Background: an optimization exercise with open tools, aiming at a short achievable clock period and few clock cycles. Do not read the settings as production practice.
At most, simulation tests tie the RTL to the original design; equivalence was not proved.
The clock input has no modelled driver; a real chip could not lean on it and would need a root buffer or a full tree.

## mover
module mover(
    input MOVE_START,
    input[7:0] MOVE_NUM,
    input[31:0] SOURCE_ADDR,
    input[31:0] DEST_ADDR,
    output MOVE_DONE,
    output reg RD_START,
    output reg [31:0] RD_ADDR,
    input[127:0] RD_DATA,
    input RD_DONE,
    output reg WR_START,
    output reg [31:0] WR_ADDR,
    output reg [127:0] WR_DATA,
    input WR_DONE,
    input ACLK,
    input ARESETN
);
==> module mover, before the edit <==
module mover(
    input MOVE_START,
    input[7:0] MOVE_NUM,
    input[31:0] SOURCE_ADDR,
    input[31:0] DEST_ADDR,
    output MOVE_DONE,
    output reg RD_START,
    output reg [31:0] RD_ADDR,
    input[127:0] RD_DATA,
    input RD_DONE,
    output reg WR_START,
    output reg [31:0] WR_ADDR,
    output reg [127:0] WR_DATA,
    input WR_DONE,
    input ACLK,
    input ARESETN
);
    localparam integer CAP = 4;
    reg [127:0]   mem [0:CAP-1];
    reg [CAP-1:0] wsel;         
    reg [CAP-1:0] rsel;         
    reg [CAP-1:0] cnt;          
    reg [CAP-1:0] occ;          
    reg [7:0]     rd_left;      
    reg           rd_lz;        
    reg           rd_hz;        
    reg           rd_first;     
    reg           rd_ok;        
    reg           rd_busy;      
    reg           wr_busy;      
    reg [7:0]     wr_left;      
    reg           wr_lz;        
    reg           wr_hz;        
    reg           wr_done_d;    
    reg           rd_req_n;     
    reg           wr_req_n;     
    reg           done_r;
    reg [31:0]    rd_addr_q;    
    reg [31:0]    wr_addr_q;    
    reg           rd_req_d;     
    reg           wr_req_d;     
    reg           rd_cy;        
    reg           wr_cy;
    assign MOVE_DONE = done_r;
    wire rd_req = ~rd_req_n;
    wire wr_req = ~wr_req_n;
    reg [127:0] head;
    integer i;
    always @(*) begin
        head = 128'd0;
        for (i = 0; i < CAP; i = i + 1)
            head = head | (mem[i] & {128{rsel[i]}});
    end
    wire nonempty = cnt[0];
    wire full     = cnt[CAP-1];
    wire wr_free  = ~wr_busy | WR_DONE;
    wire rd_go    = MOVE_START | (rd_ok & (~rd_busy | RD_DONE));
    wire wr_go    = wr_free & (nonempty | RD_DONE);
    wire cnt_up   = RD_DONE & ~wr_free;
    wire cnt_dn   = ~RD_DONE & wr_free & nonempty;
    wire occ_room = (rd_req & ~wr_req) ? ~occ[CAP-2] :
                    (wr_req & ~rd_req) ? 1'b1 : ~occ[CAP-1];
    wire [3:0] rd_lo_m1 = rd_left[3:0] - 4'd1;
    wire [3:0] rd_hi_m1 = rd_left[7:4] - 4'd1;
    wire [3:0] wr_lo_m1 = wr_left[3:0] - 4'd1;
    wire [3:0] wr_hi_m1 = wr_left[7:4] - 4'd1;
    wire rd_more  = rd_req ? (~rd_hz | (rd_left[3:1] != 3'd0)) : ~(rd_hz & rd_lz);
    wire wr_last  = wr_hz & (wr_left[3:0] == 4'd1);
    reg [31:0] rd_addr_nx, wr_addr_nx;
    always @(*) begin
        rd_addr_nx = rd_addr_q;
        if (MOVE_START)
            rd_addr_nx = SOURCE_ADDR;
        else if (rd_req)
            rd_addr_nx[17:4] = rd_addr_q[17:4] + 14'd1;
        else if (rd_req_d)
            rd_addr_nx[31:18] = rd_addr_q[31:18] + {13'd0, rd_cy};
        wr_addr_nx = wr_addr_q;
        if (rd_first)
            wr_addr_nx = DEST_ADDR;
        else if (wr_req)
            wr_addr_nx[17:4] = wr_addr_q[17:4] + 14'd1;
        else if (wr_req_d)
            wr_addr_nx[31:18] = wr_addr_q[31:18] + {13'd0, wr_cy};
    end
    always @(posedge ACLK) begin
        for (i = 0; i < CAP; i = i + 1)
            if (wsel[i] & ~full) mem[i] <= RD_DATA;
        WR_DATA <= nonempty ? head : RD_DATA;
    end
    always @(posedge ACLK or negedge ARESETN) begin
        if (!ARESETN) begin
            RD_START  <= 1'b0;
            WR_START  <= 1'b0;
            rd_req_n  <= 1'b1;
            wr_req_n  <= 1'b1;
            done_r    <= 1'b0;
            wsel      <= {{(CAP-1){1'b0}}, 1'b1};
            rsel      <= {{(CAP-1){1'b0}}, 1'b1};
            cnt       <= {CAP{1'b0}};
            occ       <= {CAP{1'b0}};
            rd_left   <= 8'd0;
            rd_lz     <= 1'b1;
            rd_hz     <= 1'b1;
            rd_first  <= 1'b0;
            rd_ok     <= 1'b0;
            rd_busy   <= 1'b0;
            wr_busy   <= 1'b0;
            wr_left   <= 8'd0;
            wr_lz     <= 1'b1;
            wr_hz     <= 1'b1;
            wr_done_d <= 1'b0;
            rd_addr_q <= 32'd0;
            wr_addr_q <= 32'd0;
        end else begin
            RD_START  <= rd_go;
            WR_START  <= wr_go;
            rd_req_n  <= ~rd_go;
            wr_req_n  <= ~wr_go;
            done_r    <= WR_DONE & wr_last;
            rd_busy   <= rd_go | (rd_busy & ~RD_DONE);
            wr_busy   <= wr_go | (wr_busy & ~WR_DONE);
            if (rd_req & ~wr_req)
                occ <= {occ[CAP-2:0], 1'b1};
            else if (wr_req & ~rd_req)
                occ <= {1'b0, occ[CAP-1:1]};
            if (cnt_up)
                cnt <= {cnt[CAP-2:0], 1'b1};
            else if (cnt_dn)
                cnt <= {1'b0, cnt[CAP-1:1]};
            if (RD_DONE) wsel <= {wsel[CAP-2:0], wsel[CAP-1]};
            if (wr_go)   rsel <= {rsel[CAP-2:0], rsel[CAP-1]};
            rd_first  <= MOVE_START;
            if (MOVE_START) begin
                rd_left <= MOVE_NUM;
                rd_lz   <= (MOVE_NUM[3:0] == 4'd0);
                rd_hz   <= (MOVE_NUM[7:4] == 4'd0);
            end else if (rd_req) begin
                rd_left[3:0] <= rd_lo_m1;
                rd_lz        <= (rd_left[3:0] == 4'd1);
                if (rd_lz) begin
                    rd_left[7:4] <= rd_hi_m1;
                    rd_hz        <= (rd_left[7:4] == 4'd1);
                end
            end
            rd_ok     <= rd_more & (occ_room | wr_go);
            wr_done_d <= WR_DONE;
            if (rd_first) begin
                wr_left <= MOVE_NUM;
                wr_lz   <= (MOVE_NUM[3:0] == 4'd0);
                wr_hz   <= (MOVE_NUM[7:4] == 4'd0);
            end else if (wr_done_d) begin
                wr_left[3:0] <= wr_lo_m1;
                wr_lz        <= (wr_left[3:0] == 4'd1);
                if (wr_lz) begin
                    wr_left[7:4] <= wr_hi_m1;
                    wr_hz        <= (wr_left[7:4] == 4'd1);
                end
            end
            rd_addr_q <= rd_addr_nx;
            wr_addr_q <= wr_addr_nx;
        end
    end
    always @(posedge ACLK) begin
        rd_req_d <= rd_req;
        wr_req_d <= wr_req;
        if (rd_req) rd_cy <= &rd_addr_q[17:4];
        if (wr_req) wr_cy <= &wr_addr_q[17:4];
        RD_ADDR  <= rd_addr_nx;
        WR_ADDR  <= wr_addr_nx;
    end
endmodule
==> flow/config.mk <==
export PLATFORM = sky130hd
export DESIGN_NAME = mover
export DESIGN_NICKNAME = mover
export VERILOG_FILES = /design/flow/design.v
export SDC_FILE = /design/flow/constraint.sdc
export NUM_CORES = 4
export LEC_CHECK = 0
export CAP_MARGIN = 20
export CORE_AREA = 6 6 254 254
export DIE_AREA = 0 0 260 260
export SETUP_SLACK_MARGIN = 3.3
export SLEW_MARGIN = 20
==> flow/constraint.sdc <==
create_clock -name core_clock -period 5.0 [get_ports {ACLK}]
set_input_delay 1.0000 -clock core_clock [delete_from_list [all_inputs] [get_ports {ACLK}]]
set_output_delay 1.0000 -clock core_clock [all_outputs]
set_load 0.01 [all_outputs]
standard.sh (not shown) runs the stock make flow with config.mk's settings and CLKGATE_MAP_FILE= SYNTH_SCRIPT=/design/flow/synth_recipe.tcl, a recipe that flattens the netlist after the stock synthesis.
==> flow/flow/run.sh <==
#!/bin/bash
# Layout: the standard flow (standard.sh), except at CTS: ORFS's CTS step
# sources flow/clocktree.tcl before its own clock_tree_synthesis call
# (PRE_CTS_TCL). That script moves each output port's buffer and register
# next to the port (flow/iomove.tcl), then builds the clock tree in place of
# TritonCTS.
set -euo pipefail
export PRE_CTS_TCL="$PWD/flow/clocktree.tcl"
bash standard.sh finish > standard.log 2>&1
Other scripts of this flow, unchanged in this note and not shown: flow/flow/clocktree.tcl, flow/flow/iomove.tcl
Testbench counts at the start, summed over its fixed seeds: cycles 78,189.
==> next run, changes <==
--- a/flow/design.v
+++ b/flow/design.v
@@ -13,11 +13,11 @@
     output reg [127:0] WR_DATA,
     input WR_DONE,
     input ACLK,
     input ARESETN
 );
-    localparam integer CAP = 4;
+    localparam integer CAP = 5;
     reg [127:0]   mem [0:CAP-1];
     reg [CAP-1:0] wsel;         
     reg [CAP-1:0] rsel;         
     reg [CAP-1:0] cnt;          
     reg [CAP-1:0] occ;          
Result: Final area rose by roughly a tenth. Hold slack improved by 0.044 ns. Via count rose by roughly a tenth. Die area does not change. Register-to-register slack got worse by 0.06 ns. Global-route usage rose by 2.6 points. Setup slack got worse by 0.016 ns. Maximum frequency fell slightly.
For the second run of this note, only the layout was checked, not whether the RTL still works. No run of this note takes its clock network from TritonCTS; it comes from the design's own scripts or RTL.

port drivers added, routing unchanged:
How much do the figures lean on ideal ports? The routed layouts below were timed once more, with nothing changed but the port constraints.
Step 1 sets driving cells, clkbuf_16 on the clock port and buf_2 on the other inputs (assumed; they add their load-dependent delay and slew).
Step 2 also shifts input and output timing later by t, the mid clock arrival at the registers, as if the neighbouring blocks saw the same clock.
Slacks: ideal / step 1 / step 2; pairs: ideal / step 1.
run	shift t [ns]	setup slack, ns	worst hold slack (ns)	worst data-port slew with drivers (ns)	cell pins on the clock port's net
the first run	0.522	3.222 / 2.953 / 2.911	0.415 / 0.416 / 0.416	0.12	4
the second run	0.532	3.206 / 2.940 / 2.949	0.459 / 0.446 / 0.460	0.16	4
After both steps every run listed still meets setup and hold. The setup slack of the first run, which loses most, moves by -0.269 ns with the drivers and by -0.311 ns with both steps.
